Background: an optimization exercise with open tools, aiming at small area. Do not read the settings as production practice. Only simulation tests tie the RTL to the original design; equivalence was not proved. Power figures rest on the tool's default switching activity, not on a simulated workload.

== alpha ==
// dac8734_spi
module dac8734_spi (
    input  wire        clk,
    input  wire        reset,
    input  wire [31:0] spi_config_in,
    input  wire        spi_config_selected,
    input  wire [31:0] spi_data_in,
    input  wire        spi_data_selected,
    input  wire        sdi,
    output wire        busy,
    output wire [31:0] spi_data_out,
    output wire        data_write,
    output wire        io_out,
    output wire        io_oe,
    output wire        sck,
    output wire [7:0]  cs
);
==> flow/config.mk <==
export PLATFORM = sky130hd
export DESIGN_NAME = dac8734_spi
export DESIGN_NICKNAME = dac8734_spi
export VERILOG_FILES = /design/flow/design.v
export SDC_FILE = /design/flow/constraint.sdc
export NUM_CORES = 4
export LEC_CHECK = 0
export ABC_AREA = 1
export CAP_MARGIN = 20
export CORE_MARGIN = 2
export CORE_UTILIZATION = 40
export SLEW_MARGIN = 20
==> flow/constraint.sdc <==
create_clock -name core_clock -period 10.0 [get_ports {clk}]
set_input_delay 2.0000 -clock core_clock [delete_from_list [all_inputs] [get_ports {clk}]]
set_output_delay 2.0000 -clock core_clock [all_outputs]
set_load 0.01 [all_outputs]
standard.sh (not shown) runs the stock make flow with config.mk's settings and CLKGATE_MAP_FILE= SYNTH_SCRIPT=/design/flow/synth_recipe.tcl, a recipe that flattens the netlist after the stock synthesis.
==> flow/flow/run.sh <==
#!/bin/bash
# Own layout flow: the standard ORFS flow (standard.sh, unchanged synthesis),
# with smaller port buffers and a leaner clock tree, set through the ORFS
# variables BUFFER_PORTS_ARGS and CTS_ARGS. Each tool's output goes to its own
# log file here; ORFS's per-step logs stay under orfs/logs/.
set -euo pipefail
source flow/knobs.sh
bash standard.sh > standard.log 2>&1
==> flow/flow/knobs.sh <==
export BUFFER_PORTS_ARGS="-buffer_cell sky130_fd_sc_hd__buf_1"
export CTS_ARGS="-sink_clustering_enable -repair_clock_nets -dont_use_dummy_load -buf_list sky130_fd_sc_hd__clkbuf_16 -root_buf sky130_fd_sc_hd__clkbuf_16 -sink_clustering_size 30"
## Diff of input files: beta against alpha
==> flow/flow/knobs.sh <==
export BUFFER_PORTS_ARGS="-buffer_cell sky130_fd_sc_hd__buf_1"
export CTS_ARGS="-sink_clustering_enable -repair_clock_nets -dont_use_dummy_load -buf_list {sky130_fd_sc_hd__clkbuf_4 sky130_fd_sc_hd__clkbuf_8} -root_buf sky130_fd_sc_hd__clkbuf_8"
Notes after the runs:
Row share of power burned in the clock network: beta lower / alpha higher
Between alpha and beta, clock buffer and inverter area fraction after layout decreased.
Sort beta and alpha by part of the power in combinational logic desc -> top: beta
Relative to alpha, maximum frequency decreased by about 1.4% in beta.
Compared to alpha, beta shows a narrower setup margin.
Between beta and alpha, overall power consumption is higher for alpha, beta comes in under that.
On total wirelength of the detailed-routed design, beta and alpha are neck and neck.
The inputs of gamma differ from those of beta as listed below.
==> flow/flow/knobs.sh <==
export BUFFER_PORTS_ARGS="-buffer_cell sky130_fd_sc_hd__buf_1"
export CTS_ARGS="-sink_clustering_enable -repair_clock_nets -dont_use_dummy_load -buf_list sky130_fd_sc_hd__clkbuf_4 -root_buf sky130_fd_sc_hd__clkbuf_8"
==> run summary <==
- Overall power of the completed layout across beta and gamma: no real change.
- Reported for beta and gamma, post-synthesis xor/xnor area fraction turned out identical to the last digit.
- Flop and latch count out of synthesis came out exactly the same in beta and gamma.
- On multi-input gate share of the layout cell area, gamma tracks beta almost exactly.
- From beta to gamma the numbers moved as follows: fraction of registers with async set/reset neither gained nor lost much, number of buffers outside the clock class in the layout neither gained nor lost much, number of rows in the core area neither gained nor lost much, critical path buffer and inverter count neither gained nor lost much, footprint of the multi-input gates neither gained nor lost much.
- Final design utilization essentially unchanged between beta and gamma.

========
dac8734_spi, a different RTL version from the one above (not shown whole).
Size: ~640 cells after synthesis, roughly 94 flip-flops, about 110 I/O pins.
Settings: LEC_CHECK=0, ABC_AREA=1, CAP_MARGIN=20, CORE_MARGIN=2, CORE_UTILIZATION=65, SLEW_MARGIN=20; clock period 10.0 ns.
==> flow/flow/knobs.sh <==
export BUFFER_PORTS_ARGS="-buffer_cell sky130_fd_sc_hd__buf_1"
export CTS_ARGS="-sink_clustering_enable -repair_clock_nets -dont_use_dummy_load -buf_list sky130_fd_sc_hd__clkbuf_4 -root_buf sky130_fd_sc_hd__clkbuf_8"
Scripts as last shown in full above: flow/flow/run.sh
Then changed:
- ABC_AREA: 1 -> not set
- CORE_UTILIZATION: 65 -> 40
Effect: Cell area grows by a few percent; via count shrinks by a few percent; power is lower by a quarter to a third; clock-buffer cell count is unchanged; maximum frequency went down slightly.

## afterwards: timing with drivers on the ports
No port has a modelled driver above. Below, the same layouts with a new extraction and two added sets of constraints. Step 1 sets driving cells, clkbuf_16 on the clock port and buf_2 on the other inputs (assumed; they add their load-dependent delay and slew). Step 2 moves the port delays by t, midway between the first and last clock arrival at a register: inputs arrive t later, outputs are due t later. That takes back most of the time a late clock gives input paths. a / b / c = ideal ports / drivers / drivers and shift; a / b = the first two.
run	t, ns	setup slack, ns	latest minus earliest clock arrival (ns)	slew at the worst register clock pin (ns)
alpha	0.370	5.433 / 5.398 / 5.768	0.013 / 0.012	0.06 / 0.06
beta	0.384	5.369 / 5.339 / 5.722	0.023 / 0.023	0.09 / 0.09
gamma	0.384	5.369 / 5.339 / 5.722	0.023 / 0.023	0.09 / 0.09
the first run of note 2	0.371	5.355 / 5.324 / 5.695	0.029 / 0.028	0.09 / 0.09
the second run of note 2	0.413	5.339 / 5.305 / 5.719	0.038 / 0.039	0.11 / 0.11
After both steps every run listed still meets setup and hold.
